From an optimization exercise on the open Yosys and OpenROAD flow, aimed at small area, a short achievable clock period and few clock cycles; shortcuts taken in it are not production practice.
The RTL was checked by simulation tests, not by an equivalence proof against the original design.

File: flow/config.mk
export PLATFORM = sky130hd
export DESIGN_NAME = geofence
export DESIGN_NICKNAME = geofence
export VERILOG_FILES = /design/flow/design.v
export SDC_FILE = /design/flow/constraint.sdc
export NUM_CORES = 4
export LEC_CHECK = 0
export CAP_MARGIN = 20
export CORE_MARGIN = 2
export CORE_UTILIZATION = 40
export PLACE_DENSITY = 0.6
export SLEW_MARGIN = 20
File: flow/constraint.sdc
create_clock -name core_clock -period 12.0 [get_ports {clk}]
set_input_delay 2.4000 -clock core_clock [delete_from_list [all_inputs] [get_ports {clk}]]
set_output_delay 2.4000 -clock core_clock [all_outputs]
set_load 0.01 [all_outputs]
File: flow/design.v
module geofence(clk, reset, X, Y, valid, is_inside);
input clk;
input reset;
input [9:0] X;
input [9:0] Y;
output reg valid;
output reg is_inside;
reg [3:0] phase;             
reg [9:0] px, py;            
reg sx, sy;                  
reg [9:0] mx, my;            
reg lsx, lsy, rsx, rsy;
reg [9:0] lmx, lmy, rmx, rmy;
reg ins;
wire [10:0] dx = {1'b0, X} - {1'b0, px};
wire [10:0] dy = {1'b0, Y} - {1'b0, py};
wire [9:0] ax = (dx[9:0] ^ {10{dx[10]}}) + {9'd0, dx[10]};
wire [9:0] ay = (dy[9:0] ^ {10{dy[10]}}) + {9'd0, dy[10]};
wire zx = mx == 10'd0, zy = my == 10'd0;
wire zlx = lmx == 10'd0, zly = lmy == 10'd0;
wire zrx = rmx == 10'd0, zry = rmy == 10'd0;
wire a_dn, a_dz;
xsgn ua(.a(lmx), .b(my), .c(lmy), .d(mx), .neg(a_dn), .zero(a_dz));
wire a_s1 = lsx ^ sy, a_s2 = lsy ^ sx;
wire a_nz = !(zlx || zy) || !(zly || zx);
wire an = (a_s1 == a_s2) ? (a_s1 ? !(a_dn || a_dz) : a_dn) : (a_s1 && a_nz);
wire az = (a_s1 == a_s2) ? a_dz : !a_nz;
wire ap = !an && !az;
wire b_dn, b_dz;
xsgn ub(.a(mx), .b(rmy), .c(my), .d(rmx), .neg(b_dn), .zero(b_dz));
wire b_s1 = sx ^ rsy, b_s2 = sy ^ rsx;
wire b_nz = !(zx || zry) || !(zy || zrx);
wire bn = (b_s1 == b_s2) ? (b_s1 ? !(b_dn || b_dz) : b_dn) : (b_s1 && b_nz);
wire bz = (b_s1 == b_s2) ? b_dz : !b_nz;
wire bp = !bn && !bz;
wire opp = (!zx && (sx ^ lsx)) || (!zy && (sy ^ lsy));
wire hit = (zx && zy) || (an && (bn || bz)) || (az && bn) || (az && bz && opp);
always @(posedge clk or posedge reset) begin
    if (reset) phase <= 4'd0;
    else if (phase == 4'd8) phase <= 4'd0;
    else if (phase == 4'd6 && (ins || hit)) phase <= 4'd8;   
    else phase <= phase + 4'd1;
end
always @(posedge clk) begin
    sx <= dx[10]; mx <= ax;
    sy <= dy[10]; my <= ay;
end
always @(posedge clk) begin
    if (phase == 4'd0) begin
        px <= X;
        py <= Y;
    end
    if (phase == 4'd2) begin
        lsx <= sx; lmx <= mx; lsy <= sy; lmy <= my;
        rsx <= sx; rmx <= mx; rsy <= sy; rmy <= my;
        ins <= zx && zy;
    end else if (phase >= 4'd3 && phase <= 4'd7) begin
        if (hit) ins <= 1'b1;
        if (an && bp) begin lsx <= sx; lmx <= mx; lsy <= sy; lmy <= my; end
        if (ap && bn) begin rsx <= sx; rmx <= mx; rsy <= sy; rmy <= my; end
    end
end
always @(posedge clk or posedge reset) begin
    if (reset) begin
        valid <= 1'b0;
        is_inside <= 1'b0;
    end else begin
        valid <= (phase == 4'd7) || (phase == 4'd6 && (ins || hit));
        is_inside <= (phase == 4'd6 || phase == 4'd7) && (ins || hit);
    end
end
endmodule
module xsgn(input [9:0] a, input [9:0] b, input [9:0] c, input [9:0] d, output neg, output zero);
wire t1 = (a[0] & b[9]) ^ ~(c[0] & d[9]) ^ (a[1] & b[8]);
wire t2 = ((a[0] & b[9]) & ~(c[0] & d[9])) | ((a[0] & b[9]) & (a[1] & b[8])) | (~(c[0] & d[9]) & (a[1] & b[8]));
wire t3 = (a[1] & b[9]) ^ ~(c[1] & d[9]);
wire t4 = (a[1] & b[9]) & ~(c[1] & d[9]);
wire t5 = (a[0] & b[6]) ^ ~(c[0] & d[6]) ^ (a[1] & b[5]);
wire t6 = ((a[0] & b[6]) & ~(c[0] & d[6])) | ((a[0] & b[6]) & (a[1] & b[5])) | (~(c[0] & d[6]) & (a[1] & b[5]));
wire t7 = (a[0] & b[7]) ^ ~(c[0] & d[7]) ^ (a[1] & b[6]);
wire t8 = ((a[0] & b[7]) & ~(c[0] & d[7])) | ((a[0] & b[7]) & (a[1] & b[6])) | (~(c[0] & d[7]) & (a[1] & b[6]));
wire t9 = ~(c[1] & d[6]) ^ (a[2] & b[5]) ^ ~(c[2] & d[5]);
wire t10 = (~(c[1] & d[6]) & (a[2] & b[5])) | (~(c[1] & d[6]) & ~(c[2] & d[5])) | ((a[2] & b[5]) & ~(c[2] & d[5]));
wire t11 = (a[3] & b[4]) ^ ~(c[3] & d[4]);
wire t12 = (a[3] & b[4]) & ~(c[3] & d[4]);
wire t13 = (a[0] & b[8]) ^ ~(c[0] & d[8]) ^ (a[1] & b[7]);
wire t14 = ((a[0] & b[8]) & ~(c[0] & d[8])) | ((a[0] & b[8]) & (a[1] & b[7])) | (~(c[0] & d[8]) & (a[1] & b[7]));
wire t15 = ~(c[1] & d[7]) ^ (a[2] & b[6]) ^ ~(c[2] & d[6]);
wire t16 = (~(c[1] & d[7]) & (a[2] & b[6])) | (~(c[1] & d[7]) & ~(c[2] & d[6])) | ((a[2] & b[6]) & ~(c[2] & d[6]));
wire t17 = (a[3] & b[5]) ^ ~(c[3] & d[5]) ^ (a[4] & b[4]);
wire t18 = ((a[3] & b[5]) & ~(c[3] & d[5])) | ((a[3] & b[5]) & (a[4] & b[4])) | (~(c[3] & d[5]) & (a[4] & b[4]));
wire t19 = ~(c[4] & d[4]) ^ (a[5] & b[3]) ^ ~(c[5] & d[3]);
wire t20 = (~(c[4] & d[4]) & (a[5] & b[3])) | (~(c[4] & d[4]) & ~(c[5] & d[3])) | ((a[5] & b[3]) & ~(c[5] & d[3]));
wire t21 = (a[6] & b[2]) ^ ~(c[6] & d[2]);
wire t22 = (a[6] & b[2]) & ~(c[6] & d[2]);
wire t23 = ~(c[1] & d[8]) ^ (a[2] & b[7]) ^ ~(c[2] & d[7]);
wire t24 = (~(c[1] & d[8]) & (a[2] & b[7])) | (~(c[1] & d[8]) & ~(c[2] & d[7])) | ((a[2] & b[7]) & ~(c[2] & d[7]));
wire t25 = (a[3] & b[6]) ^ ~(c[3] & d[6]) ^ (a[4] & b[5]);
wire t26 = ((a[3] & b[6]) & ~(c[3] & d[6])) | ((a[3] & b[6]) & (a[4] & b[5])) | (~(c[3] & d[6]) & (a[4] & b[5]));
wire t27 = ~(c[4] & d[5]) ^ (a[5] & b[4]) ^ ~(c[5] & d[4]);
wire t28 = (~(c[4] & d[5]) & (a[5] & b[4])) | (~(c[4] & d[5]) & ~(c[5] & d[4])) | ((a[5] & b[4]) & ~(c[5] & d[4]));
wire t29 = (a[6] & b[3]) ^ ~(c[6] & d[3]) ^ (a[7] & b[2]);
wire t30 = ((a[6] & b[3]) & ~(c[6] & d[3])) | ((a[6] & b[3]) & (a[7] & b[2])) | (~(c[6] & d[3]) & (a[7] & b[2]));
wire t31 = ~(c[7] & d[2]) ^ (a[8] & b[1]) ^ ~(c[8] & d[1]);
wire t32 = (~(c[7] & d[2]) & (a[8] & b[1])) | (~(c[7] & d[2]) & ~(c[8] & d[1])) | ((a[8] & b[1]) & ~(c[8] & d[1]));
wire t33 = (a[9] & b[0]) ^ ~(c[9] & d[0]);
wire t34 = (a[9] & b[0]) & ~(c[9] & d[0]);
wire t35 = (a[2] & b[8]) ^ ~(c[2] & d[8]) ^ (a[3] & b[7]);
wire t36 = ((a[2] & b[8]) & ~(c[2] & d[8])) | ((a[2] & b[8]) & (a[3] & b[7])) | (~(c[2] & d[8]) & (a[3] & b[7]));
wire t37 = ~(c[3] & d[7]) ^ (a[4] & b[6]) ^ ~(c[4] & d[6]);
wire t38 = (~(c[3] & d[7]) & (a[4] & b[6])) | (~(c[3] & d[7]) & ~(c[4] & d[6])) | ((a[4] & b[6]) & ~(c[4] & d[6]));
wire t39 = (a[5] & b[5]) ^ ~(c[5] & d[5]) ^ (a[6] & b[4]);
wire t40 = ((a[5] & b[5]) & ~(c[5] & d[5])) | ((a[5] & b[5]) & (a[6] & b[4])) | (~(c[5] & d[5]) & (a[6] & b[4]));
wire t41 = ~(c[6] & d[4]) ^ (a[7] & b[3]) ^ ~(c[7] & d[3]);
wire t42 = (~(c[6] & d[4]) & (a[7] & b[3])) | (~(c[6] & d[4]) & ~(c[7] & d[3])) | ((a[7] & b[3]) & ~(c[7] & d[3]));
wire t43 = (a[8] & b[2]) ^ ~(c[8] & d[2]) ^ (a[9] & b[1]);
wire t44 = ((a[8] & b[2]) & ~(c[8] & d[2])) | ((a[8] & b[2]) & (a[9] & b[1])) | (~(c[8] & d[2]) & (a[9] & b[1]));
wire t45 = ~(c[9] & d[1]) ^ 1'b1 ^ t2;
wire t46 = (~(c[9] & d[1]) & 1'b1) | (~(c[9] & d[1]) & t2) | (1'b1 & t2);
wire t47 = (a[2] & b[9]) ^ ~(c[2] & d[9]) ^ (a[3] & b[8]);
wire t48 = ((a[2] & b[9]) & ~(c[2] & d[9])) | ((a[2] & b[9]) & (a[3] & b[8])) | (~(c[2] & d[9]) & (a[3] & b[8]));
wire t49 = ~(c[3] & d[8]) ^ (a[4] & b[7]) ^ ~(c[4] & d[7]);
wire t50 = (~(c[3] & d[8]) & (a[4] & b[7])) | (~(c[3] & d[8]) & ~(c[4] & d[7])) | ((a[4] & b[7]) & ~(c[4] & d[7]));
wire t51 = (a[5] & b[6]) ^ ~(c[5] & d[6]) ^ (a[6] & b[5]);
wire t52 = ((a[5] & b[6]) & ~(c[5] & d[6])) | ((a[5] & b[6]) & (a[6] & b[5])) | (~(c[5] & d[6]) & (a[6] & b[5]));
wire t53 = ~(c[6] & d[5]) ^ (a[7] & b[4]) ^ ~(c[7] & d[4]);
wire t54 = (~(c[6] & d[5]) & (a[7] & b[4])) | (~(c[6] & d[5]) & ~(c[7] & d[4])) | ((a[7] & b[4]) & ~(c[7] & d[4]));
wire t55 = (a[8] & b[3]) ^ ~(c[8] & d[3]) ^ (a[9] & b[2]);
wire t56 = ((a[8] & b[3]) & ~(c[8] & d[3])) | ((a[8] & b[3]) & (a[9] & b[2])) | (~(c[8] & d[3]) & (a[9] & b[2]));
wire t57 = (a[3] & b[9]) ^ ~(c[3] & d[9]) ^ (a[4] & b[8]);
wire t58 = ((a[3] & b[9]) & ~(c[3] & d[9])) | ((a[3] & b[9]) & (a[4] & b[8])) | (~(c[3] & d[9]) & (a[4] & b[8]));
wire t59 = ~(c[4] & d[8]) ^ (a[5] & b[7]) ^ ~(c[5] & d[7]);
wire t60 = (~(c[4] & d[8]) & (a[5] & b[7])) | (~(c[4] & d[8]) & ~(c[5] & d[7])) | ((a[5] & b[7]) & ~(c[5] & d[7]));
wire t61 = (a[6] & b[6]) ^ ~(c[6] & d[6]) ^ (a[7] & b[5]);
wire t62 = ((a[6] & b[6]) & ~(c[6] & d[6])) | ((a[6] & b[6]) & (a[7] & b[5])) | (~(c[6] & d[6]) & (a[7] & b[5]));
wire t63 = (a[4] & b[9]) ^ ~(c[4] & d[9]) ^ (a[5] & b[8]);
wire t64 = ((a[4] & b[9]) & ~(c[4] & d[9])) | ((a[4] & b[9]) & (a[5] & b[8])) | (~(c[4] & d[9]) & (a[5] & b[8]));
wire t65 = (a[0] & b[4]) ^ ~(c[0] & d[4]) ^ (a[1] & b[3]);
wire t66 = ((a[0] & b[4]) & ~(c[0] & d[4])) | ((a[0] & b[4]) & (a[1] & b[3])) | (~(c[0] & d[4]) & (a[1] & b[3]));
wire t67 = (a[0] & b[5]) ^ ~(c[0] & d[5]) ^ (a[1] & b[4]);
wire t68 = ((a[0] & b[5]) & ~(c[0] & d[5])) | ((a[0] & b[5]) & (a[1] & b[4])) | (~(c[0] & d[5]) & (a[1] & b[4]));
wire t69 = ~(c[1] & d[4]) ^ (a[2] & b[3]) ^ ~(c[2] & d[3]);
wire t70 = (~(c[1] & d[4]) & (a[2] & b[3])) | (~(c[1] & d[4]) & ~(c[2] & d[3])) | ((a[2] & b[3]) & ~(c[2] & d[3]));
wire t71 = (a[3] & b[2]) ^ ~(c[3] & d[2]);
wire t72 = (a[3] & b[2]) & ~(c[3] & d[2]);
wire t73 = ~(c[1] & d[5]) ^ (a[2] & b[4]) ^ ~(c[2] & d[4]);
wire t74 = (~(c[1] & d[5]) & (a[2] & b[4])) | (~(c[1] & d[5]) & ~(c[2] & d[4])) | ((a[2] & b[4]) & ~(c[2] & d[4]));
wire t75 = (a[3] & b[3]) ^ ~(c[3] & d[3]) ^ (a[4] & b[2]);
wire t76 = ((a[3] & b[3]) & ~(c[3] & d[3])) | ((a[3] & b[3]) & (a[4] & b[2])) | (~(c[3] & d[3]) & (a[4] & b[2]));
wire t77 = ~(c[4] & d[2]) ^ (a[5] & b[1]) ^ ~(c[5] & d[1]);
wire t78 = (~(c[4] & d[2]) & (a[5] & b[1])) | (~(c[4] & d[2]) & ~(c[5] & d[1])) | ((a[5] & b[1]) & ~(c[5] & d[1]));
wire t79 = (a[6] & b[0]) ^ ~(c[6] & d[0]);
wire t80 = (a[6] & b[0]) & ~(c[6] & d[0]);
wire t81 = (a[4] & b[3]) ^ ~(c[4] & d[3]) ^ (a[5] & b[2]);
wire t82 = ((a[4] & b[3]) & ~(c[4] & d[3])) | ((a[4] & b[3]) & (a[5] & b[2])) | (~(c[4] & d[3]) & (a[5] & b[2]));
wire t83 = ~(c[5] & d[2]) ^ (a[6] & b[1]) ^ ~(c[6] & d[1]);
wire t84 = (~(c[5] & d[2]) & (a[6] & b[1])) | (~(c[5] & d[2]) & ~(c[6] & d[1])) | ((a[6] & b[1]) & ~(c[6] & d[1]));
wire t85 = (a[7] & b[0]) ^ ~(c[7] & d[0]) ^ 1'b1;
wire t86 = ((a[7] & b[0]) & ~(c[7] & d[0])) | ((a[7] & b[0]) & 1'b1) | (~(c[7] & d[0]) & 1'b1);
wire t87 = t6 ^ t7 ^ t9;
wire t88 = (t6 & t7) | (t6 & t9) | (t7 & t9);
wire t89 = (a[7] & b[1]) ^ ~(c[7] & d[1]) ^ (a[8] & b[0]);
wire t90 = ((a[7] & b[1]) & ~(c[7] & d[1])) | ((a[7] & b[1]) & (a[8] & b[0])) | (~(c[7] & d[1]) & (a[8] & b[0]));
wire t91 = ~(c[8] & d[0]) ^ 1'b1 ^ t8;
wire t92 = (~(c[8] & d[0]) & 1'b1) | (~(c[8] & d[0]) & t8) | (1'b1 & t8);
wire t93 = t10 ^ t12 ^ t13;
wire t94 = (t10 & t12) | (t10 & t13) | (t12 & t13);
wire t95 = t15 ^ t17 ^ t19;
wire t96 = (t15 & t17) | (t15 & t19) | (t17 & t19);
wire t97 = 1'b1 ^ t1 ^ t14;
wire t98 = (1'b1 & t1) | (1'b1 & t14) | (t1 & t14);
wire t99 = t16 ^ t18 ^ t20;
wire t100 = (t16 & t18) | (t16 & t20) | (t18 & t20);
wire t101 = t22 ^ t23 ^ t25;
wire t102 = (t22 & t23) | (t22 & t25) | (t23 & t25);
wire t103 = t27 ^ t29 ^ t31;
wire t104 = (t27 & t29) | (t27 & t31) | (t29 & t31);
wire t105 = t3 ^ t24 ^ t26;
wire t106 = (t3 & t24) | (t3 & t26) | (t24 & t26);
wire t107 = t28 ^ t30 ^ t32;
wire t108 = (t28 & t30) | (t28 & t32) | (t30 & t32);
wire t109 = t34 ^ t35 ^ t37;
wire t110 = (t34 & t35) | (t34 & t37) | (t35 & t37);
wire t111 = t39 ^ t41 ^ t43;
wire t112 = (t39 & t41) | (t39 & t43) | (t41 & t43);
wire t113 = ~(c[9] & d[2]) ^ t4 ^ t36;
wire t114 = (~(c[9] & d[2]) & t4) | (~(c[9] & d[2]) & t36) | (t4 & t36);
wire t115 = t38 ^ t40 ^ t42;
wire t116 = (t38 & t40) | (t38 & t42) | (t40 & t42);
wire t117 = t44 ^ t46 ^ t47;
wire t118 = (t44 & t46) | (t44 & t47) | (t46 & t47);
wire t119 = t49 ^ t51 ^ t53;
wire t120 = (t49 & t51) | (t49 & t53) | (t51 & t53);
wire t121 = ~(c[7] & d[5]) ^ (a[8] & b[4]) ^ ~(c[8] & d[4]);
wire t122 = (~(c[7] & d[5]) & (a[8] & b[4])) | (~(c[7] & d[5]) & ~(c[8] & d[4])) | ((a[8] & b[4]) & ~(c[8] & d[4]));
wire t123 = (a[9] & b[3]) ^ ~(c[9] & d[3]) ^ t48;
wire t124 = ((a[9] & b[3]) & ~(c[9] & d[3])) | ((a[9] & b[3]) & t48) | (~(c[9] & d[3]) & t48);
wire t125 = t50 ^ t52 ^ t54;
wire t126 = (t50 & t52) | (t50 & t54) | (t52 & t54);
wire t127 = t56 ^ t57 ^ t59;
wire t128 = (t56 & t57) | (t56 & t59) | (t57 & t59);
wire t129 = ~(c[5] & d[8]) ^ (a[6] & b[7]) ^ ~(c[6] & d[7]);
wire t130 = (~(c[5] & d[8]) & (a[6] & b[7])) | (~(c[5] & d[8]) & ~(c[6] & d[7])) | ((a[6] & b[7]) & ~(c[6] & d[7]));
wire t131 = (a[7] & b[6]) ^ ~(c[7] & d[6]) ^ (a[8] & b[5]);
wire t132 = ((a[7] & b[6]) & ~(c[7] & d[6])) | ((a[7] & b[6]) & (a[8] & b[5])) | (~(c[7] & d[6]) & (a[8] & b[5]));
wire t133 = ~(c[8] & d[5]) ^ (a[9] & b[4]) ^ ~(c[9] & d[4]);
wire t134 = (~(c[8] & d[5]) & (a[9] & b[4])) | (~(c[8] & d[5]) & ~(c[9] & d[4])) | ((a[9] & b[4]) & ~(c[9] & d[4]));
wire t135 = t58 ^ t60 ^ t62;
wire t136 = (t58 & t60) | (t58 & t62) | (t60 & t62);
wire t137 = (a[5] & b[9]) ^ ~(c[5] & d[9]) ^ (a[6] & b[8]);
wire t138 = ((a[5] & b[9]) & ~(c[5] & d[9])) | ((a[5] & b[9]) & (a[6] & b[8])) | (~(c[5] & d[9]) & (a[6] & b[8]));
wire t139 = ~(c[6] & d[8]) ^ (a[7] & b[7]) ^ ~(c[7] & d[7]);
wire t140 = (~(c[6] & d[8]) & (a[7] & b[7])) | (~(c[6] & d[8]) & ~(c[7] & d[7])) | ((a[7] & b[7]) & ~(c[7] & d[7]));
wire t141 = (a[8] & b[6]) ^ ~(c[8] & d[6]) ^ (a[9] & b[5]);
wire t142 = ((a[8] & b[6]) & ~(c[8] & d[6])) | ((a[8] & b[6]) & (a[9] & b[5])) | (~(c[8] & d[6]) & (a[9] & b[5]));
wire t143 = (a[6] & b[9]) ^ ~(c[6] & d[9]) ^ (a[7] & b[8]);
wire t144 = ((a[6] & b[9]) & ~(c[6] & d[9])) | ((a[6] & b[9]) & (a[7] & b[8])) | (~(c[6] & d[9]) & (a[7] & b[8]));
wire t145 = (a[0] & b[2]) ^ ~(c[0] & d[2]);
wire t146 = (a[0] & b[2]) & ~(c[0] & d[2]);
wire t147 = (a[0] & b[3]) ^ ~(c[0] & d[3]) ^ (a[1] & b[2]);
wire t148 = ((a[0] & b[3]) & ~(c[0] & d[3])) | ((a[0] & b[3]) & (a[1] & b[2])) | (~(c[0] & d[3]) & (a[1] & b[2]));
wire t149 = ~(c[1] & d[2]) ^ (a[2] & b[1]) ^ ~(c[2] & d[1]);
wire t150 = (~(c[1] & d[2]) & (a[2] & b[1])) | (~(c[1] & d[2]) & ~(c[2] & d[1])) | ((a[2] & b[1]) & ~(c[2] & d[1]));
wire t151 = ~(c[1] & d[3]) ^ (a[2] & b[2]) ^ ~(c[2] & d[2]);
wire t152 = (~(c[1] & d[3]) & (a[2] & b[2])) | (~(c[1] & d[3]) & ~(c[2] & d[2])) | ((a[2] & b[2]) & ~(c[2] & d[2]));
wire t153 = (a[3] & b[1]) ^ ~(c[3] & d[1]) ^ (a[4] & b[0]);
wire t154 = ((a[3] & b[1]) & ~(c[3] & d[1])) | ((a[3] & b[1]) & (a[4] & b[0])) | (~(c[3] & d[1]) & (a[4] & b[0]));
wire t155 = ~(c[4] & d[0]) ^ 1'b1;
wire t156 = ~(c[4] & d[0]) & 1'b1;
wire t157 = (a[4] & b[1]) ^ ~(c[4] & d[1]) ^ (a[5] & b[0]);
wire t158 = ((a[4] & b[1]) & ~(c[4] & d[1])) | ((a[4] & b[1]) & (a[5] & b[0])) | (~(c[4] & d[1]) & (a[5] & b[0]));
wire t159 = ~(c[5] & d[0]) ^ 1'b1 ^ t66;
wire t160 = (~(c[5] & d[0]) & 1'b1) | (~(c[5] & d[0]) & t66) | (1'b1 & t66);
wire t161 = t67 ^ t69 ^ t71;
wire t162 = (t67 & t69) | (t67 & t71) | (t69 & t71);
wire t163 = 1'b1 ^ t5 ^ t68;
wire t164 = (1'b1 & t5) | (1'b1 & t68) | (t5 & t68);
wire t165 = t70 ^ t72 ^ t73;
wire t166 = (t70 & t72) | (t70 & t73) | (t72 & t73);
wire t167 = t75 ^ t77 ^ t79;
wire t168 = (t75 & t77) | (t75 & t79) | (t77 & t79);
wire t169 = t11 ^ t74 ^ t76;
wire t170 = (t11 & t74) | (t11 & t76) | (t74 & t76);
wire t171 = t78 ^ t80 ^ t81;
wire t172 = (t78 & t80) | (t78 & t81) | (t80 & t81);
wire t173 = t83 ^ t85 ^ t87;
wire t174 = (t83 & t85) | (t83 & t87) | (t85 & t87);
wire t175 = t21 ^ t82 ^ t84;
wire t176 = (t21 & t82) | (t21 & t84) | (t82 & t84);
wire t177 = t86 ^ t88 ^ t89;
wire t178 = (t86 & t88) | (t86 & t89) | (t88 & t89);
wire t179 = t91 ^ t93 ^ t95;
wire t180 = (t91 & t93) | (t91 & t95) | (t93 & t95);
wire t181 = t33 ^ t90 ^ t92;
wire t182 = (t33 & t90) | (t33 & t92) | (t90 & t92);
wire t183 = t94 ^ t96 ^ t97;
wire t184 = (t94 & t96) | (t94 & t97) | (t96 & t97);
wire t185 = t99 ^ t101 ^ t103;
wire t186 = (t99 & t101) | (t99 & t103) | (t101 & t103);
wire t187 = t45 ^ t98 ^ t100;
wire t188 = (t45 & t98) | (t45 & t100) | (t98 & t100);
wire t189 = t102 ^ t104 ^ t105;
wire t190 = (t102 & t104) | (t102 & t105) | (t104 & t105);
wire t191 = t107 ^ t109 ^ t111;
wire t192 = (t107 & t109) | (t107 & t111) | (t109 & t111);
wire t193 = t55 ^ t106 ^ t108;
wire t194 = (t55 & t106) | (t55 & t108) | (t106 & t108);
wire t195 = t110 ^ t112 ^ t113;
wire t196 = (t110 & t112) | (t110 & t113) | (t112 & t113);
wire t197 = t115 ^ t117 ^ t119;
wire t198 = (t115 & t117) | (t115 & t119) | (t117 & t119);
wire t199 = t61 ^ t114 ^ t116;
wire t200 = (t61 & t114) | (t61 & t116) | (t114 & t116);
wire t201 = t118 ^ t120 ^ t121;
wire t202 = (t118 & t120) | (t118 & t121) | (t120 & t121);
wire t203 = t123 ^ t125 ^ t127;
wire t204 = (t123 & t125) | (t123 & t127) | (t125 & t127);
wire t205 = t63 ^ t122 ^ t124;
wire t206 = (t63 & t122) | (t63 & t124) | (t122 & t124);
wire t207 = t126 ^ t128 ^ t129;
wire t208 = (t126 & t128) | (t126 & t129) | (t128 & t129);
wire t209 = t131 ^ t133 ^ t135;
wire t210 = (t131 & t133) | (t131 & t135) | (t133 & t135);
wire t211 = ~(c[9] & d[5]) ^ t64 ^ t130;
wire t212 = (~(c[9] & d[5]) & t64) | (~(c[9] & d[5]) & t130) | (t64 & t130);
wire t213 = t132 ^ t134 ^ t136;
wire t214 = (t132 & t134) | (t132 & t136) | (t134 & t136);
wire t215 = t137 ^ t139 ^ t141;
wire t216 = (t137 & t139) | (t137 & t141) | (t139 & t141);
wire t217 = ~(c[7] & d[8]) ^ (a[8] & b[7]) ^ ~(c[8] & d[7]);
wire t218 = (~(c[7] & d[8]) & (a[8] & b[7])) | (~(c[7] & d[8]) & ~(c[8] & d[7])) | ((a[8] & b[7]) & ~(c[8] & d[7]));
wire t219 = (a[9] & b[6]) ^ ~(c[9] & d[6]) ^ t138;
wire t220 = ((a[9] & b[6]) & ~(c[9] & d[6])) | ((a[9] & b[6]) & t138) | (~(c[9] & d[6]) & t138);
wire t221 = t140 ^ t142 ^ t143;
wire t222 = (t140 & t142) | (t140 & t143) | (t142 & t143);
wire t223 = (a[7] & b[9]) ^ ~(c[7] & d[9]) ^ (a[8] & b[8]);
wire t224 = ((a[7] & b[9]) & ~(c[7] & d[9])) | ((a[7] & b[9]) & (a[8] & b[8])) | (~(c[7] & d[9]) & (a[8] & b[8]));
wire t225 = ~(c[8] & d[8]) ^ (a[9] & b[7]) ^ ~(c[9] & d[7]);
wire t226 = (~(c[8] & d[8]) & (a[9] & b[7])) | (~(c[8] & d[8]) & ~(c[9] & d[7])) | ((a[9] & b[7]) & ~(c[9] & d[7]));
wire t227 = (a[0] & b[1]) ^ ~(c[0] & d[1]);
wire t228 = (a[0] & b[1]) & ~(c[0] & d[1]);
wire t229 = (a[1] & b[1]) ^ ~(c[1] & d[1]) ^ (a[2] & b[0]);
wire t230 = ((a[1] & b[1]) & ~(c[1] & d[1])) | ((a[1] & b[1]) & (a[2] & b[0])) | (~(c[1] & d[1]) & (a[2] & b[0]));
wire t231 = ~(c[2] & d[0]) ^ 1'b1;
wire t232 = ~(c[2] & d[0]) & 1'b1;
wire t233 = (a[3] & b[0]) ^ ~(c[3] & d[0]) ^ 1'b1;
wire t234 = ((a[3] & b[0]) & ~(c[3] & d[0])) | ((a[3] & b[0]) & 1'b1) | (~(c[3] & d[0]) & 1'b1);
wire t235 = t146 ^ t147 ^ t149;
wire t236 = (t146 & t147) | (t146 & t149) | (t147 & t149);
wire t237 = t65 ^ t148 ^ t150;
wire t238 = (t65 & t148) | (t65 & t150) | (t148 & t150);
wire t239 = t151 ^ t153 ^ t155;
wire t240 = (t151 & t153) | (t151 & t155) | (t153 & t155);
wire t241 = t152 ^ t154 ^ t156;
wire t242 = (t152 & t154) | (t152 & t156) | (t154 & t156);
wire t243 = t157 ^ t159 ^ t161;
wire t244 = (t157 & t159) | (t157 & t161) | (t159 & t161);
wire t245 = t158 ^ t160 ^ t162;
wire t246 = (t158 & t160) | (t158 & t162) | (t160 & t162);
wire t247 = t163 ^ t165 ^ t167;
wire t248 = (t163 & t165) | (t163 & t167) | (t165 & t167);
wire t249 = t164 ^ t166 ^ t168;
wire t250 = (t164 & t166) | (t164 & t168) | (t166 & t168);
wire t251 = t169 ^ t171 ^ t173;
wire t252 = (t169 & t171) | (t169 & t173) | (t171 & t173);
wire t253 = t170 ^ t172 ^ t174;
wire t254 = (t170 & t172) | (t170 & t174) | (t172 & t174);
wire t255 = t175 ^ t177 ^ t179;
wire t256 = (t175 & t177) | (t175 & t179) | (t177 & t179);
wire t257 = t176 ^ t178 ^ t180;
wire t258 = (t176 & t178) | (t176 & t180) | (t178 & t180);
wire t259 = t181 ^ t183 ^ t185;
wire t260 = (t181 & t183) | (t181 & t185) | (t183 & t185);
wire t261 = t182 ^ t184 ^ t186;
wire t262 = (t182 & t184) | (t182 & t186) | (t184 & t186);
wire t263 = t187 ^ t189 ^ t191;
wire t264 = (t187 & t189) | (t187 & t191) | (t189 & t191);
wire t265 = t188 ^ t190 ^ t192;
wire t266 = (t188 & t190) | (t188 & t192) | (t190 & t192);
wire t267 = t193 ^ t195 ^ t197;
wire t268 = (t193 & t195) | (t193 & t197) | (t195 & t197);
wire t269 = t194 ^ t196 ^ t198;
wire t270 = (t194 & t196) | (t194 & t198) | (t196 & t198);
wire t271 = t199 ^ t201 ^ t203;
wire t272 = (t199 & t201) | (t199 & t203) | (t201 & t203);
wire t273 = t200 ^ t202 ^ t204;
wire t274 = (t200 & t202) | (t200 & t204) | (t202 & t204);
wire t275 = t205 ^ t207 ^ t209;
wire t276 = (t205 & t207) | (t205 & t209) | (t207 & t209);
wire t277 = t206 ^ t208 ^ t210;
wire t278 = (t206 & t208) | (t206 & t210) | (t208 & t210);
wire t279 = t211 ^ t213 ^ t215;
wire t280 = (t211 & t213) | (t211 & t215) | (t213 & t215);
wire t281 = t212 ^ t214 ^ t216;
wire t282 = (t212 & t214) | (t212 & t216) | (t214 & t216);
wire t283 = t217 ^ t219 ^ t221;
wire t284 = (t217 & t219) | (t217 & t221) | (t219 & t221);
wire t285 = t144 ^ t218 ^ t220;
wire t286 = (t144 & t218) | (t144 & t220) | (t218 & t220);
wire t287 = t222 ^ t223 ^ t225;
wire t288 = (t222 & t223) | (t222 & t225) | (t223 & t225);
wire t289 = (a[8] & b[9]) ^ ~(c[8] & d[9]) ^ (a[9] & b[8]);
wire t290 = ((a[8] & b[9]) & ~(c[8] & d[9])) | ((a[8] & b[9]) & (a[9] & b[8])) | (~(c[8] & d[9]) & (a[9] & b[8]));
wire t291 = ~(c[9] & d[8]) ^ t224 ^ t226;
wire t292 = (~(c[9] & d[8]) & t224) | (~(c[9] & d[8]) & t226) | (t224 & t226);
wire t293 = (a[1] & b[0]) ^ ~(c[1] & d[0]);
wire t294 = (a[1] & b[0]) & ~(c[1] & d[0]);
wire t295 = t145 ^ t228 ^ t229;
wire t296 = (t145 & t228) | (t145 & t229) | (t228 & t229);
wire t297 = t230 ^ t232 ^ t233;
wire t298 = (t230 & t232) | (t230 & t233) | (t232 & t233);
wire t299 = t234 ^ t236 ^ t237;
wire t300 = (t234 & t236) | (t234 & t237) | (t236 & t237);
wire t301 = t238 ^ t240 ^ t241;
wire t302 = (t238 & t240) | (t238 & t241) | (t240 & t241);
wire t303 = t242 ^ t244 ^ t245;
wire t304 = (t242 & t244) | (t242 & t245) | (t244 & t245);
wire t305 = t246 ^ t248 ^ t249;
wire t306 = (t246 & t248) | (t246 & t249) | (t248 & t249);
wire t307 = t250 ^ t252 ^ t253;
wire t308 = (t250 & t252) | (t250 & t253) | (t252 & t253);
wire t309 = t254 ^ t256 ^ t257;
wire t310 = (t254 & t256) | (t254 & t257) | (t256 & t257);
wire t311 = t258 ^ t260 ^ t261;
wire t312 = (t258 & t260) | (t258 & t261) | (t260 & t261);
wire t313 = t262 ^ t264 ^ t265;
wire t314 = (t262 & t264) | (t262 & t265) | (t264 & t265);
wire t315 = t266 ^ t268 ^ t269;
wire t316 = (t266 & t268) | (t266 & t269) | (t268 & t269);
wire t317 = t270 ^ t272 ^ t273;
wire t318 = (t270 & t272) | (t270 & t273) | (t272 & t273);
wire t319 = t274 ^ t276 ^ t277;
wire t320 = (t274 & t276) | (t274 & t277) | (t276 & t277);
wire t321 = t278 ^ t280 ^ t281;
wire t322 = (t278 & t280) | (t278 & t281) | (t280 & t281);
wire t323 = t282 ^ t284 ^ t285;
wire t324 = (t282 & t284) | (t282 & t285) | (t284 & t285);
wire t325 = t286 ^ t288 ^ t289;
wire t326 = (t286 & t288) | (t286 & t289) | (t288 & t289);
wire t327 = (a[9] & b[9]) ^ ~(c[9] & d[9]) ^ t290;
wire t328 = ((a[9] & b[9]) & ~(c[9] & d[9])) | ((a[9] & b[9]) & t290) | (~(c[9] & d[9]) & t290);
wire t329 = (a[0] & b[0]) ^ ~(c[0] & d[0]);
wire t330 = (a[0] & b[0]) & ~(c[0] & d[0]);
wire t331 = 1'b1 ^ t227 ^ t293;
wire t332 = (1'b1 & t227) | (1'b1 & t293) | (t227 & t293);
wire t333 = t231 ^ t294 ^ t295;
wire t334 = (t231 & t294) | (t231 & t295) | (t294 & t295);
wire t335 = t235 ^ t296 ^ t297;
wire t336 = (t235 & t296) | (t235 & t297) | (t296 & t297);
wire t337 = t239 ^ t298 ^ t299;
wire t338 = (t239 & t298) | (t239 & t299) | (t298 & t299);
wire t339 = t243 ^ t300 ^ t301;
wire t340 = (t243 & t300) | (t243 & t301) | (t300 & t301);
wire t341 = t247 ^ t302 ^ t303;
wire t342 = (t247 & t302) | (t247 & t303) | (t302 & t303);
wire t343 = t251 ^ t304 ^ t305;
wire t344 = (t251 & t304) | (t251 & t305) | (t304 & t305);
wire t345 = t255 ^ t306 ^ t307;
wire t346 = (t255 & t306) | (t255 & t307) | (t306 & t307);
wire t347 = t259 ^ t308 ^ t309;
wire t348 = (t259 & t308) | (t259 & t309) | (t308 & t309);
wire t349 = t263 ^ t310 ^ t311;
wire t350 = (t263 & t310) | (t263 & t311) | (t310 & t311);
wire t351 = t267 ^ t312 ^ t313;
wire t352 = (t267 & t312) | (t267 & t313) | (t312 & t313);
wire t353 = t271 ^ t314 ^ t315;
wire t354 = (t271 & t314) | (t271 & t315) | (t314 & t315);
wire t355 = t275 ^ t316 ^ t317;
wire t356 = (t275 & t316) | (t275 & t317) | (t316 & t317);
wire t357 = t279 ^ t318 ^ t319;
wire t358 = (t279 & t318) | (t279 & t319) | (t318 & t319);
wire t359 = t283 ^ t320 ^ t321;
wire t360 = (t283 & t320) | (t283 & t321) | (t320 & t321);
wire t361 = t287 ^ t322 ^ t323;
wire t362 = (t287 & t322) | (t287 & t323) | (t322 & t323);
wire t363 = t291 ^ t324 ^ t325;
wire t364 = (t291 & t324) | (t291 & t325) | (t324 & t325);
wire t365 = t292 ^ t326 ^ t327;
wire t366 = (t292 & t326) | (t292 & t327) | (t326 & t327);
wire [20:0] x = {1'b1, t328, t364, t362, t360, t358, t356, t354, t352, t350, t348, t346, t344, t342, t340, t338, t336, t334, t332, t330, 1'b1};
wire [20:0] y = {1'b0, t366, t365, t363, t361, t359, t357, t355, t353, t351, t349, t347, t345, t343, t341, t339, t337, t335, t333, t331, t329};
wire [20:0] s = x + y;
assign neg = s[20];
wire [20:0] cz = {x[19:0] | y[19:0], 1'b0};
assign zero = ~|(x ^ y ^ cz);
endmodule
File: flow/flow/run.sh
#!/bin/bash
set -euo pipefail
bash standard.sh SETUP_SLACK_MARGIN=7 synth > synth.log 2>&1
bash standard.sh SETUP_SLACK_MARGIN=7 finish > layout.log 2>&1
File: flow/standard.sh
#!/bin/bash
# synth_recipe.tcl (not shown) runs the flow's synth.tcl, then flattens the netlist and writes it again
# the make line also repeats each setting of config.mk as NAME=value (left out here)
make -C /OpenROAD-flow-scripts/flow DESIGN_CONFIG=/design/flow/config.mk WORK_HOME=/design/flow/orfs CLKGATE_MAP_FILE= SYNTH_SCRIPT=/design/flow/synth_recipe.tcl "${@:-finish}"
==> results.json, run 1 <==
{
  "reg2regPathDepth": 21,
  "synthTopCellsByArea": "fa_1 39%, edfxtp_1 11%, ha_1 10%",
  "post-route-period-util": 0.517,
  "io_pins": 24,
  "port_buffers": 23,
  "finalCoreUtilization": 0.479,
  "clock_skew_ps": 23.5,
  "hold_viol": 0,
  "hold_path_depth": 1,
  "dieArea_um2": 44100,
  "die_x_um": 210,
  "ys_warn_count": 1,
  "drive_gt1_frac": 0.173,
  "synth_largest_area_cell": "fa_1",
  "seq_area_um2": 2580,
  "fin_nets": 2398,
  "antenna_found_initial": 1,
  "vias": 12800,
  "cp_common_cell": "fa_2",
  "floorplan.initialDensity": 0.405,
  "wirelength_mm": 49.7,
  "grt_setup_unrepaired": "yes",
  "tns_ps": 0,
  "grt_max_degree": 24,
  "hold_class": "flop to flop",
  "yosys.cell_types.count": 68,
  "drc": 0,
  "nFillCells": 3846,
  "grt_pass1_vias": 14000,
  "netlist_instances": 1801,
  "slew_violations": 0,
  "synthTopCellsByCount": "423 x inv_1, 328 x fa_1, 234 x nand2_1",
  "synth.most_common_cell": "inv_1",
  "status": "timing/DRC/antenna clean",
  "ctsLongestPathBuffers": 2,
  "synth-main-ff-cell": "edfxtp_1",
  "syn_avg_cell_area_um2": 9.44,
  "maxCapViolations": 0,
  "syn_area_um2": 17000,
  "dp_hpwl_mm": 33.6,
  "grt.total_usage": 0.233,
  "dr.first_iter.drc_count": 843,
  "cp.buffers_inverters": 6,
  "n_antenna_cell": 0,
  "crit_type": "flop to flop",
  "arrival_ps": 6270,
  "seq_area_frac_synth": 0.150,
  "critPathMaxFanout": 11,
  "ys_ff_latch": 93,
  "drt_pre_antenna_iters": 5,
  "async_flop_share": 0.0645,
  "worstMarginPinSlew_ps": 1050,
  "syn_nets": 2288,
  "worstSetupEndpointType": "flop",
  "fmax_mhz": 161,
  "synth_edf_count": 65,
  "setup_violations": 0,
  "cts_tree": "done",
  "synth_top_area_frac": 0.386,
  "critPathSlowestCell": "fa_2",
  "overflow": 0,
  "row_count": 75,
  "clk_pin_slew_ps": 70,
  "crit_cells": 21,
  "drt-wirelength-per-cell_um": 20.2,
  "cpLargestDelayFamily": "adder cells",
  "viasPerCell": 5.23,
  "cp_slowest_stage_delay_ps": 560,
  "startpoint_type": "flop",
  "grt_pass1_wl_mm": 78.7,
  "period_needed_ps": 6200,
  "area_delta_synth_final_pct": 18.4,
  "cts-root-buf": "clkbuf_16",
  "core_area_um2": 41900,
  "slew_headroom": 0.297,
  "htree_levels": 3,
  "drt.antenna.violating_nets": 0,
  "numCtsBuffers": 9,
  "cp.required_ps": 12060,
  "multiInputGateArea_um2": 13200,
  "die_height_um": 210,
  "path_cells": "and2_4 -> fa_1 -> inv_1 -> fa_1 -> inv_2 -> fa_2 -> inv_2 -> fa_2 -> fa_2 -> fa_2 -> ha_4 -> nand4_1 -> a211o_1 -> a31oi_4 -> o2111ai_2 -> a31oi_2 -> a21oi_4 -> buf_12 -> buf_4 -> o31ai_4 -> buf_12",
  "clock-sinks": 93,
  "place_congestion": 0.914,
  "clock_latency_ps": 360
}
per-stage QoR:
step	setup slack [ps]	area, um^2	cells	hold slack [ps]
global route	5670	20100	2455	583
global placement	4880	18000	2296	509
CTS	5880	19800	2435	546
finish	5800	20100	2455	542
floorplan	6110	17400	1801	466
detailed placement	4800	18000	2296	532
registers in the layout, indices dropped and copies added, names as in the netlist:
register,count
lmx,10
rsx,1
rmx,10
sx,1
rsy,1
lmy,10
mx,10
valid,1
py,10
is_inside,1
phase,4
rmy,10
ins,1
px,10
lsx,1
lsy,1
sy,1
my,10
cells by family (layout without fill, tap and decap cells):
| kind of cell | Yosys count | after routing | share of synthesized area |
|---|---|---|---|
| buffers and inverters | 506 | 617 | 0.112 |
| and+or+nand+nor | 552 | 555 | 0.163 |
| xor gates and xnor gates | 80 | 80 | 0.0412 |
| AOI/OAI and AO/OA | 102 | 103 | 0.0454 |
| DFF | 93 | 93 | 0.150 |
| adders and majority gates | 465 | 465 | 0.487 |
| muxes | 3 | 3 | 0.00184 |
path summary, 6_finish.rpt:
kind	from	endpoint	slack [ps]
max	lmy[0]	lmy[5]	5800
min	phase[0]	phase[0]	540
max reg2reg	lmy[0]	lmy[5]	5800
min reg2reg	phase[0]	phase[0]	540
max in group asynchronous	reset	phase[2]	9550
min in group asynchronous	reset	is_inside	2250
area by class of cell:
cell class / instances / share of cell area
clock buffers: 9 / 0.0112
flip-flops and latches: 93 / 0.128
well taps: 539 / 0.0335
clock inverters: 7 / 0.00336
repair buffers: 177 / 0.0890
multi-input cells: 1206 / 0.655
inverters: 424 / 0.0791
routing by layer:
layer	up-vias	GRT usage	part of all wire
met5	-	0	0
met1	6491	0.304	0.40
met2	609	0.381	0.47
li1	5586	-	-
met4	0	0.0861	0.040
met3	144	0.0542	0.098
worst register-to-register path: cells and delay by family (launching register included):
kind / cells / cell delay [ps]
buffers and inverters: 6 / 640
flip-flops: 1 / 530
AO/OA/AOI/OAI: 6 / 1250
adder cells (fa/ha/maj): 7 / 3180
AND/OR/NAND/NOR: 2 / 330
repair_timing:
item / 4_1_cts / 5_1_grt
pin swaps: 39 / 37
setup endpoints to repair: 61 / 58
buffers inserted: 114 / 18
hold buffers: 0 / 0
gates resized for setup: 99 / 40
gates cloned: 9 / 2
layout by cell type, fill, tap and decap left out, drive strengths merged, types with 7 or more instances in the layout:
cell | netlist | layout
o21ai | 16 | 16
nand3 | 19 | 19
xor2 | 39 | 39
nor2 | 39 | 39
clkbuf | 78 | 11
nand2 | 234 | 237
xnor2 | 41 | 41
clkdlybuf4s50 | 0 | 21
edfxtp | 65 | 65
dfxtp | 22 | 22
nand4 | 7 | 7
inv | 424 | 427
a21o | 8 | 8
and2 | 194 | 194
fa | 328 | 328
ha | 137 | 137
nor4 | 19 | 19
buf | 4 | 148
nor3 | 14 | 14
a21oi | 26 | 26
Testbench counts, summed over its fixed seeds: cycles 70,999.
==> run 2, diff against run 1 <==
==> flow/flow/run.sh (replaced) <==
#!/bin/bash
# The standard layout, with one extra step between synthesis and floorplan:
# invopt.py removes the inverters that Yosys's full-adder extraction leaves between
# adders (see invopt.py). Each tool's output goes to a log of its own.
set -euo pipefail
R=orfs/results/$FLOW_PLATFORM/geofence/base
LIB=$FLOW_HOME/platforms/$FLOW_PLATFORM/lib/sky130_fd_sc_hd__tt_025C_1v80.lib
bash standard.sh synth > synth.log 2>&1
cp $R/1_2_yosys.v 1_2_yosys.synth.v
python3 flow/invopt.py $LIB 1_2_yosys.synth.v 1_2_yosys.invopt.v > invopt.log 2>&1
cp 1_2_yosys.invopt.v $R/1_2_yosys.v
bash standard.sh finish > layout.log 2>&1
==> flow/flow/invopt.py (new file) <==
#!/usr/bin/env python3
"""Polarity clean-up of a mapped sky130hd netlist (Yosys write_verilog output).

Yosys's extract_fa maps many full adders in inverted form (inverted inputs and outputs),
which leaves inverters between adders. A full adder is self-dual: FA(~a,~b,~c) gives
(~sum, ~cout). This script removes every inverter, then picks for each full adder whether
to use it inverted, and for some single-output gates whether to swap them for their
complement (and2 <-> nand2, ...), so that as few inverters as possible are needed; it
then adds one inverter per signal whose complement is still needed. The function of the
netlist and its registers are unchanged.

usage: invopt.py lib in.v out.v"""
import re, sys, random

lib_path, src, dst = sys.argv[1:4]
P = "sky130_fd_sc_hd__"

# cell areas and pin directions from the liberty file
areas, pins, cur, curpin = {}, {}, None, None
for line in open(lib_path):
    m = re.match(r'\s*cell \("(\w+)"\)', line)
    if m:
        cur = m.group(1); pins[cur] = {}; continue
    m = re.match(r'\s*area\s*:\s*([0-9.]+)', line)
    if m and cur and cur not in areas:
        areas[cur] = float(m.group(1))
    m = re.match(r'\s*pin \("(\w+)"\)', line)
    if m and cur:
        curpin = m.group(1); continue
    m = re.match(r'\s*direction\s*:\s*"?(\w+)"?', line)
    if m and cur and curpin:
        pins[cur][curpin] = m.group(1); curpin = None

PAIRS = [("and2", "nand2"), ("or2", "nor2"), ("xor2", "xnor2"), ("and3", "nand3"),
         ("or3", "nor3"), ("and4", "nand4"), ("or4", "nor4"), ("a21o", "a21oi"),
         ("o21a", "o21ai"), ("a22o", "a22oi"), ("o22a", "o22ai"), ("a211o", "a211oi"),
         ("o211a", "o211ai"), ("a31o", "a31oi"), ("o31a", "o31ai"), ("xor3", "xnor3"),
         ("buf", "inv"), ("clkbuf", "inv"), ("a221o", "a221oi"), ("o221a", "o221ai"),
         ("a41o", "a41oi"), ("o41a", "o41ai"), ("a32o", "a32oi"), ("o32a", "o32ai"),
         ("mux2", "mux2i")]
COMP = {}
for a, b in PAIRS:
    x, y = P + a + "_1", P + b + "_1"
    if x in pins and y in pins:
        ix = sorted(p for p, d in pins[x].items() if d == "input")
        iy = sorted(p for p, d in pins[y].items() if d == "input")
        ox = [p for p, d in pins[x].items() if d == "output"]
        oy = [p for p, d in pins[y].items() if d == "output"]
        if ix == iy and len(ox) == 1 and len(oy) == 1:
            if a != "clkbuf":
                COMP[y] = (x, oy[0], ox[0])
            COMP[x] = (y, ox[0], oy[0])
INV = re.compile(P + r"(inv|clkinv)_\d+$")
FA = P + "fa_1"
HA = P + "ha_1"

text = open(src).read()
mod = re.search(r"module\s+(\w+)\s*\((.*?)\);(.*)endmodule", text, re.S)
body = mod.group(3)
outputs = set()
for m in re.finditer(r"^\s*output\s+(\[[^\]]*\]\s*)?(\w+)\s*;", body, re.M):
    outputs.add(m.group(2))
inputs = set()
for m in re.finditer(r"^\s*input\s+(\[[^\]]*\]\s*)?(\w+)\s*;", body, re.M):
    inputs.add(m.group(2))

cell_re = re.compile(r"^\s*(" + P + r"\w+)\s+(\S+)\s*\((.*?)\);", re.M | re.S)
pin_re = re.compile(r"\.(\w+)\(\s*(.*?)\s*\)\s*(?:,|$)", re.S)
cells = []
for m in cell_re.finditer(body):
    t, name, conns = m.group(1), m.group(2), m.group(3)
    pc = [(p, n.strip()) for p, n in pin_re.findall(conns)]
    cells.append([t, name, pc])
if re.search(r"^\s*assign\s", body, re.M):
    sys.exit("netlist has assign statements")
other = cell_re.sub("", body)

def is_out(t, p):
    return pins[t].get(p) == "output"

# nets driven by inverters: net -> input net
inv_of = {}
for t, name, pc in cells:
    if INV.match(t):
        d = dict(pc); inv_of[d["Y"]] = d["A"]
def base(n):
    pol = 0
    while n in inv_of:
        n = inv_of[n]; pol ^= 1
    return n, pol

for o in outputs:
    if base(o)[1] or o in inv_of:
        sys.exit("output port driven by an inverter")

# variables: full adders (flip all pins) and complementable gates (flip the output)
var_of_cell = {}
driver_var = {}   # base net -> var index (its physical polarity)
nvar = 0
ctype = []
for i, (t, name, pc) in enumerate(cells):
    if INV.match(t):
        continue
    if t == FA or t in COMP or t == HA:
        var_of_cell[i] = nvar; ctype.append(t); nvar += 1
        if t != HA:
            for p, n in pc:
                if is_out(t, p):
                    driver_var[n] = var_of_cell[i]
val = [0] * nvar

# loads: (cell index, pin, base net, literal polarity, var of load or None)
loads = {}
for i, (t, name, pc) in enumerate(cells):
    if INV.match(t):
        continue
    for p, n in pc:
        if is_out(t, p):
            continue
        b, pol = base(n)
        v = var_of_cell[i] if t in (FA, HA) else None
        loads.setdefault(b, []).append((i, p, pol, v))
for o in outputs:
    loads.setdefault(o, []).append((None, o, 0, None))

sig_of_var = {}
for b in loads:
    if b in driver_var:
        sig_of_var.setdefault(driver_var[b], []).append(b)
for_var_loads = {}
for b, ls in loads.items():
    for (i, p, pol, v) in ls:
        if v is not None:
            for_var_loads.setdefault(v, set()).add(b)

inv_area = areas[P + "inv_1"]
def sig_cost(b):
    ph = val[driver_var[b]] if b in driver_var else 0
    need = False
    for (i, p, pol, v) in loads[b]:
        req = pol ^ (val[v] if v is not None else 0)
        if req != ph:
            need = True; break
    return inv_area if need else 0.0
def var_cost(v):
    t = ctype[v]
    if t == FA:
        return 0.0
    if t == HA:
        return (areas[P + "xor2_1"] + areas[P + "nor2_1"]) if val[v] else areas[t]
    return areas[COMP[t][0]] if val[v] else areas[t]
def touched(v):
    s = set(sig_of_var.get(v, [])) | for_var_loads.get(v, set())
    return s

total = sum(sig_cost(b) for b in loads) + sum(var_cost(v) for v in range(nvar))
start = total + inv_area * 0
orig = sum(areas[t] for t, n, pc in cells if INV.match(t) or t == FA or t in COMP)
order = list(range(nvar))
rng = random.Random(1)
def delta(v):
    ss = touched(v)
    before = sum(sig_cost(b) for b in ss) + var_cost(v)
    val[v] ^= 1
    after = sum(sig_cost(b) for b in ss) + var_cost(v)
    val[v] ^= 1
    return after - before
def descend():
    global total
    improved = True
    while improved:
        improved = False
        rng.shuffle(order)
        for v in order:
            d = delta(v)
            if d < -1e-9 or (d < 1e-9 and rng.random() < 0.3):
                val[v] ^= 1; total += d
                if d < -1e-9:
                    improved = True
descend()
best, best_val = total, list(val)
for it in range(300):
    for v in rng.sample(range(nvar), max(1, nvar // 30)):
        total += delta(v); val[v] ^= 1
    descend()
    if total < best - 1e-9:
        best, best_val = total, list(val)
    else:
        val[:] = best_val; total = best

# rewrite
def W(n):
    return n + " " if n.startswith("\\") else n
new_cells = []
inv_net = {}
k = 0
for b in sorted(loads):
    ph = val[driver_var[b]] if b in driver_var else 0
    for (i, p, pol, v) in loads[b]:
        req = pol ^ (val[v] if v is not None else 0)
        if req != ph and b not in inv_net:
            k += 1
            inv_net[b] = f"invopt_{k}"
            new_cells.append(f"  {P}inv_1 invopt_c{k} (\n    .A({W(b)}),\n    .Y({inv_net[b]})\n  );")
conn = {}
for b, ls in loads.items():
    ph = val[driver_var[b]] if b in driver_var else 0
    for (i, p, pol, v) in ls:
        req = pol ^ (val[v] if v is not None else 0)
        net = b if req == ph else inv_net[b]
        if i is None:
            if net != p:
                sys.exit("output port polarity")
            continue
        conn[(i, p)] = net
conn = {k: W(n) for k, n in conn.items()}
out_cells = []
for i, (t, name, pc) in enumerate(cells):
    if INV.match(t):
        continue
    if t == HA and val[var_of_cell[i]]:
        d = dict(pc)
        a, b = conn[(i, "A")], conn[(i, "B")]
        if "SUM" in d:
            out_cells.append(f"  {P}xor2_1 {name}_s (\n    .A({a}),\n    .B({b}),\n    .X({W(d['SUM'])})\n  );")
        if "COUT" in d:
            out_cells.append(f"  {P}nor2_1 {name}_c (\n    .A({a}),\n    .B({b}),\n    .Y({W(d['COUT'])})\n  );")
        continue
    nt = t
    opin = {}
    if i in var_of_cell and t != FA and val[var_of_cell[i]]:
        nt, po, pn = COMP[t]
        opin[po] = pn
    items = []
    for p, n in pc:
        if is_out(t, p):
            items.append(f"    .{opin.get(p, p)}({W(n)})")
        else:
            items.append(f"    .{p}({conn[(i, p)]})")
    out_cells.append(f"  {nt} {name} (\n" + ",\n".join(items) + "\n  );")
decl = "\n".join(f"  wire {inv_net[b]};" for b in sorted(inv_net, key=lambda b: inv_net[b]))
newbody = other.rstrip() + "\n" + decl + "\n" + "\n".join(out_cells + new_cells) + "\n"
out = text[:mod.start(3)] + newbody + text[mod.end(3):]
open(dst, "w").write(out)
ninv0 = sum(1 for t, n, pc in cells if INV.match(t))
nflip = sum(1 for v in range(nvar) if val[v] and ctype[v] in (FA, HA))
ncomp = sum(1 for v in range(nvar) if val[v] and ctype[v] != FA)
sys.stderr.write(f"invopt: inverters {ninv0} -> {k}, adders flipped {nflip}, gates swapped {ncomp}, "
                 f"area of touched cells {orig:.1f} -> {total:.1f}\n")
--- a/flow/config.mk
+++ b/flow/config.mk
@@ -8,5 +8,6 @@
 export CAP_MARGIN = 20
 export CORE_MARGIN = 2
-export CORE_UTILIZATION = 40
-export PLACE_DENSITY = 0.6
+export CORE_UTILIZATION = 60
+export PLACE_DENSITY = 0.75
+export SETUP_SLACK_MARGIN = 5
 export SLEW_MARGIN = 20
==> run 2 against run 1 <==
Against the previous run: fmax down 8.6%; core utilization is 16 points higher; register-to-register slack got worse by 580 ps; global-route usage is 6.9 points higher; critical path depth down 3; cell count decreased by 27%; worst hold slack better by 5.2 ps; worst setup slack lost 580 ps; critical endpoint is now ins.
==> results.json, run 2 <==
{
  "tns_ps": 0,
  "drt_pre_antenna_iters": 5,
  "met2_usage": 0.499,
  "drt.antenna.violating_nets": 0,
  "hold_class": "flop to flop",
  "antenna_found_initial": 0,
  "die_x_um": 164,
  "row_count": 58,
  "grt_setup_unrepaired": "yes",
  "fin_ws_ps": 5210,
  "nFillCells": 1963,
  "place_congestion": 0.939,
  "dieArea_um2": 26900,
  "finalCoreUtilization": 0.642,
  "final_common_cell": "fa_1",
  "slew_headroom": 0.333,
  "core_area_um2": 25200,
  "crit_type": "flop to flop",
  "grt_pass1_vias": 12000,
  "startpoint_type": "flop",
  "dr.first_iter.drc_count": 861,
  "drt-wirelength-per-cell_um": 21.0,
  "most-common-layout-cells": "328 x fa_1, 230 x nand2_1, 197 x and2_1",
  "pre_cts_slack_ps": 4870,
  "clk_pin_slew_ps": 70,
  "grt_use_met3": 0.0452,
  "syn_avg_cell_area_um2": 10.4,
  "clock_skew_ps": 9.03,
  "period_needed_ps": 6790,
  "grt.busiest_layer": "met2",
  "arrival_ps": 6830,
  "viasPerCell": 6.04,
  "clock-sinks": 93,
  "n_antenna_cell": 0,
  "grt_pass1_wl_mm": 61.5,
  "grt.total_usage": 0.302,
  "setup_violations": 0,
  "status": "timing/DRC/antenna clean",
  "fmax_mhz": 147,
  "drive_gt1_frac": 0.0468,
  "port_buffers": 23,
  "vias": 10800,
  "area_delta_synth_final_pct": 5.09,
  "floorplan.initialDensity": 0.611,
  "post-route-period-util": 0.565,
  "cts-root-buf": "clkbuf_16",
  "worstSetupEndpointType": "flop",
  "htree_levels": 3,
  "cp.required_ps": 12040,
  "syn_nets": 1901,
  "dp_hpwl_mm": 28.1,
  "final_area_um2": 16200,
  "overflow": 0,
  "numCtsBuffers": 9,
  "io_pins": 24,
  "grt_max_degree": 24,
  "drc": 0,
  "hold_viol": 0,
  "netlist_instances": 1479,
  "critPathMaxFanout": 16,
  "clock_latency_ps": 350,
  "met1_usage": 0.396,
  "ctsHoldBuffers": 0,
  "fin_nets": 1869,
  "cts_tree": "done",
  "syn_area_um2": 15400,
  "placed_area_um2": 15800,
  "maxCapViolations": 0,
  "worstMarginPinSlew_ps": 1000,
  "wirelength_mm": 37.3,
  "ys_warn_count": 1,
  "ctsLongestPathBuffers": 2,
  "slew_violations": 0,
  "die_height_um": 164
}
-- run 2: metal layers --
layer,vias up,wire [um]
li1,4658,-
met1,5424,14200
met2,538,18400
met5,-,0
met4,0,1830
met3,141,2900
-- run 2: worst paths after layout --
| kind | start | end | slack [ps] | cells after the start |
|---|---|---|---|---|
| setup / recovery | mx[7] | ins | 5210 | 18 |
| hold / removal | px[0] | mx[0] | 550 | 2 |
| setup reg to reg | mx[7] | ins | 5210 | 18 |
| hold reg to reg | px[0] | mx[0] | 550 | 2 |
| max in group asynchronous | reset | phase[1] | 9550 | 2 |
| min in group asynchronous | reset | valid | 2260 | 2 |
-- run 2: cell type report --
class	instances	area [um^2]	area share
multi-input combinational	1232	12300	0.760
sequential	93	2560	0.158
tap	330	413	0.0256
timing repair buffer	39	350	0.0217
inverter	72	270	0.0167
clock buffer	9	225	0.0139
clock inverter	7	65.1	0.00403
-- run 2: what timing repair did --
| item | in CTS | in global routing |
|---|---|---|
| pin swaps | 0 | 1 |
| buffers inserted | 0 | 6 |
| endpoints found under the setup margin | 45 | 51 |
| gates resized for setup | 7 | 7 |
-- run 2: through the flow --
| step | hold slack [ps] | std cells |
|---|---|---|
| 6_report | 547 | 1782 |
| 5_1_grt | 578 | 1782 |
| 4_1_cts | 554 | 1776 |
| 3_5_place_dp | 544 | 1760 |
| 3_3_place_gp | 537 | 1760 |
| 2_1_floorplan | 466 | 1479 |
-- run 2: critical path, cell delays in order, from the launching register on --
cell       delay (ps)
dfxtp_1           590
buf_4             340
and2_1            190
fa_1              430
fa_1              520
fa_1              450
fa_1              410
fa_1              540
fa_1              440
ha_1              360
xor2_1            210
nand4_1           110
nor3_1            400
nand4_1           240
a31oi_1           270
a2bb2oi_1         340
a21boi_4          360
nor2_1             60
o21ai_0           200
==> run 3, diff against run 2 <==
--- a/flow/config.mk
+++ b/flow/config.mk
@@ -8,6 +8,6 @@
 export CAP_MARGIN = 20
 export CORE_MARGIN = 2
-export CORE_UTILIZATION = 60
-export PLACE_DENSITY = 0.75
+export CORE_UTILIZATION = 40
+export PLACE_DENSITY = 0.6
 export SETUP_SLACK_MARGIN = 5
 export SLEW_MARGIN = 20
==> run 3 against run 2 <==
Against the previous run: flip-flop and latch count unchanged; die area rose by 49%; register-to-register slack better by 60 ps; worst hold slack improved by 31 ps; clock skew is essentially flat; final area is 1.4% higher; largest cell class unchanged.
==> results.json, run 3 <==
{
  "clock_latency_ps": 350,
  "dp_hpwl_mm": 29.3,
  "grt.total_usage": 0.211,
  "path_cells": "and2_1 -> fa_1 -> fa_1 -> fa_1 -> fa_1 -> fa_1 -> fa_1 -> ha_1 -> xor2_1 -> nand4_1 -> nor3_1 -> nand4_1 -> a31oi_1 -> a2bb2oi_1 -> a21boi_2 -> nor2_1 -> o21ai_0",
  "finalCoreUtilization": 0.434,
  "maxCapViolations": 0,
  "most-common-layout-cells": "328 x fa_1, 230 x nand2_1, 197 x and2_1",
  "worstMarginPinSlew_ps": 1050,
  "slew_headroom": 0.298,
  "wirelength_mm": 39.0,
  "drc": 0,
  "setup_violations": 0,
  "cts_tree": "done",
  "status": "timing/DRC/antenna clean",
  "syn_area_um2": 15400,
  "met1_length_mm": 16.4,
  "drt.antenna.violating_nets": 0,
  "startpoint_type": "flop",
  "dieArea_um2": 40000,
  "core_area_um2": 37800,
  "ctsLongestPathBuffers": 2,
  "numCtsBuffers": 9,
  "wl_met2_mm": 19.1,
  "reg2regPathDepth": 17,
  "cp.buffers_inverters": 0,
  "drt_pre_antenna_iters": 5,
  "viasPerCell": 5.40,
  "n_antenna_cell": 0,
  "wl_met3_mm": 2.60,
  "row_count": 71,
  "fin_nets": 1868,
  "place_congestion": 0.855,
  "crit_cells": 17,
  "fin_hold_ws_ps": 579,
  "fmax_mhz": 149,
  "cts-root-buf": "clkbuf_16",
  "dr.first_iter.drc_count": 774,
  "antenna_found_initial": 0,
  "critPathMaxFanout": 11,
  "floorplan.initialDensity": 0.407,
  "hold_class": "flop to flop",
  "area_delta_synth_final_pct": 6.62,
  "die_height_um": 200,
  "grt_pass1_vias": 11600,
  "syn_avg_cell_area_um2": 10.4,
  "ys_warn_count": 1,
  "period_needed_ps": 6720,
  "htree_levels": 3,
  "port_buffers": 23,
  "worstSetupEndpointType": "flop",
  "post-route-period-util": 0.560,
  "cpLargestDelayFamily": "adder cells",
  "grt_pass1_wl_mm": 63.8,
  "grt_max_degree": 24,
  "tns_ps": 0,
  "die_x_um": 200,
  "cp_common_cell": "fa_1",
  "grt_setup_unrepaired": "yes",
  "clock-sinks": 93,
  "cp.required_ps": 12050,
  "final_common_cell": "fa_1",
  "hold_path_depth": 0,
  "crit_type": "flop to flop",
  "slew_violations": 0,
  "clock_skew_ps": 8.79,
  "critPathSlowestCell": "edfxtp_1",
  "arrival_ps": 6770,
  "vias": 10600,
  "highest_layer": "met4",
  "netlist_instances": 1479,
  "io_pins": 24,
  "drive_gt1_frac": 0.0427,
  "drt-wirelength-per-cell_um": 19.9,
  "hold_viol": 0,
  "syn_nets": 1901,
  "clk_pin_slew_ps": 70,
  "cp_slowest_stage_delay_ps": 640,
  "overflow": 0
}
run 3: final cells by class:
type	instances	area, um^2
Clock buffer	9	225
Clock inverter	7	98.8
Fill cell	3537	21400
Inverter	72	270
Multi-Input combinational cell	1232	12300
Sequential cell	93	2550
Tap cell	511	639
Timing Repair Buffer	38	343
run 3: per-layer routing:
metal,global-route usage,up-vias
met5,0,-
met4,0.0639,0
met3,0.0287,75
met2,0.354,393
met1,0.287,5489
li1,-,4637
run 3: timing repair:
item,4_1_cts,5_1_grt
endpoints found under the setup margin,23,51
buffers inserted,0,0
pin swaps,1,1
hold buffers,0,0
gates resized for setup,1,5
run 3: worst paths after layout:
check                       start  endpoint  slack, ps
max in group asynchronous   reset  phase[3]       9560
hold / removal                 sx       lsx        580
min in group asynchronous   reset  phase[1]       2250
setup / recovery           rmy[3]       ins       5280
hold reg to reg                sx       lsx        580
setup reg to reg           rmy[3]       ins       5280
run 3: per-stage QoR:
stage | setup slack (ps) | instance area [um^2] | cells
3_5_place_dp | 5000 | 16100 | 1946
6_report | 5280 | 16400 | 1962
3_3_place_gp | 5080 | 16100 | 1946
2_1_floorplan | 5560 | 15400 | 1479
5_1_grt | 4910 | 16400 | 1962
4_1_cts | 5020 | 16400 | 1962

port drivers added, routing unchanged:
How much do the figures lean on ideal ports? The routed layouts below were timed once more, with nothing changed but the port constraints.
Step 1 (the two cells are an assumption about what drives the block):
set clk [get_ports {clk}]
set_driving_cell -lib_cell sky130_fd_sc_hd__clkbuf_16 $clk
set_driving_cell -lib_cell sky130_fd_sc_hd__buf_2 [delete_from_list [all_inputs] $clk]
Step 2, shift: input delay + t, output delay - t, t = (earliest + latest rising clock arrival at the registers) / 2. This alone moves slack from input paths to output paths.
Three values: no drivers, after step 1, after step 2; two values: the first two.
run | t, ns | slack for setup (ns) | worst setup path at the end | clock arrival spread, ns | slew at the worst register clock pin (ns)
run 1 | 0.388 | 5.797 / 5.797 / 5.797 | register to register | 0.023 / 0.024 | 0.09 / 0.09
run 2 | 0.385 | 5.214 / 5.214 / 5.214 | register to register | 0.009 / 0.009 | 0.07 / 0.07
run 3 | 0.384 | 5.278 / 5.278 / 5.278 | register to register | 0.009 / 0.009 | 0.07 / 0.07
After both steps every run listed still meets setup and hold.
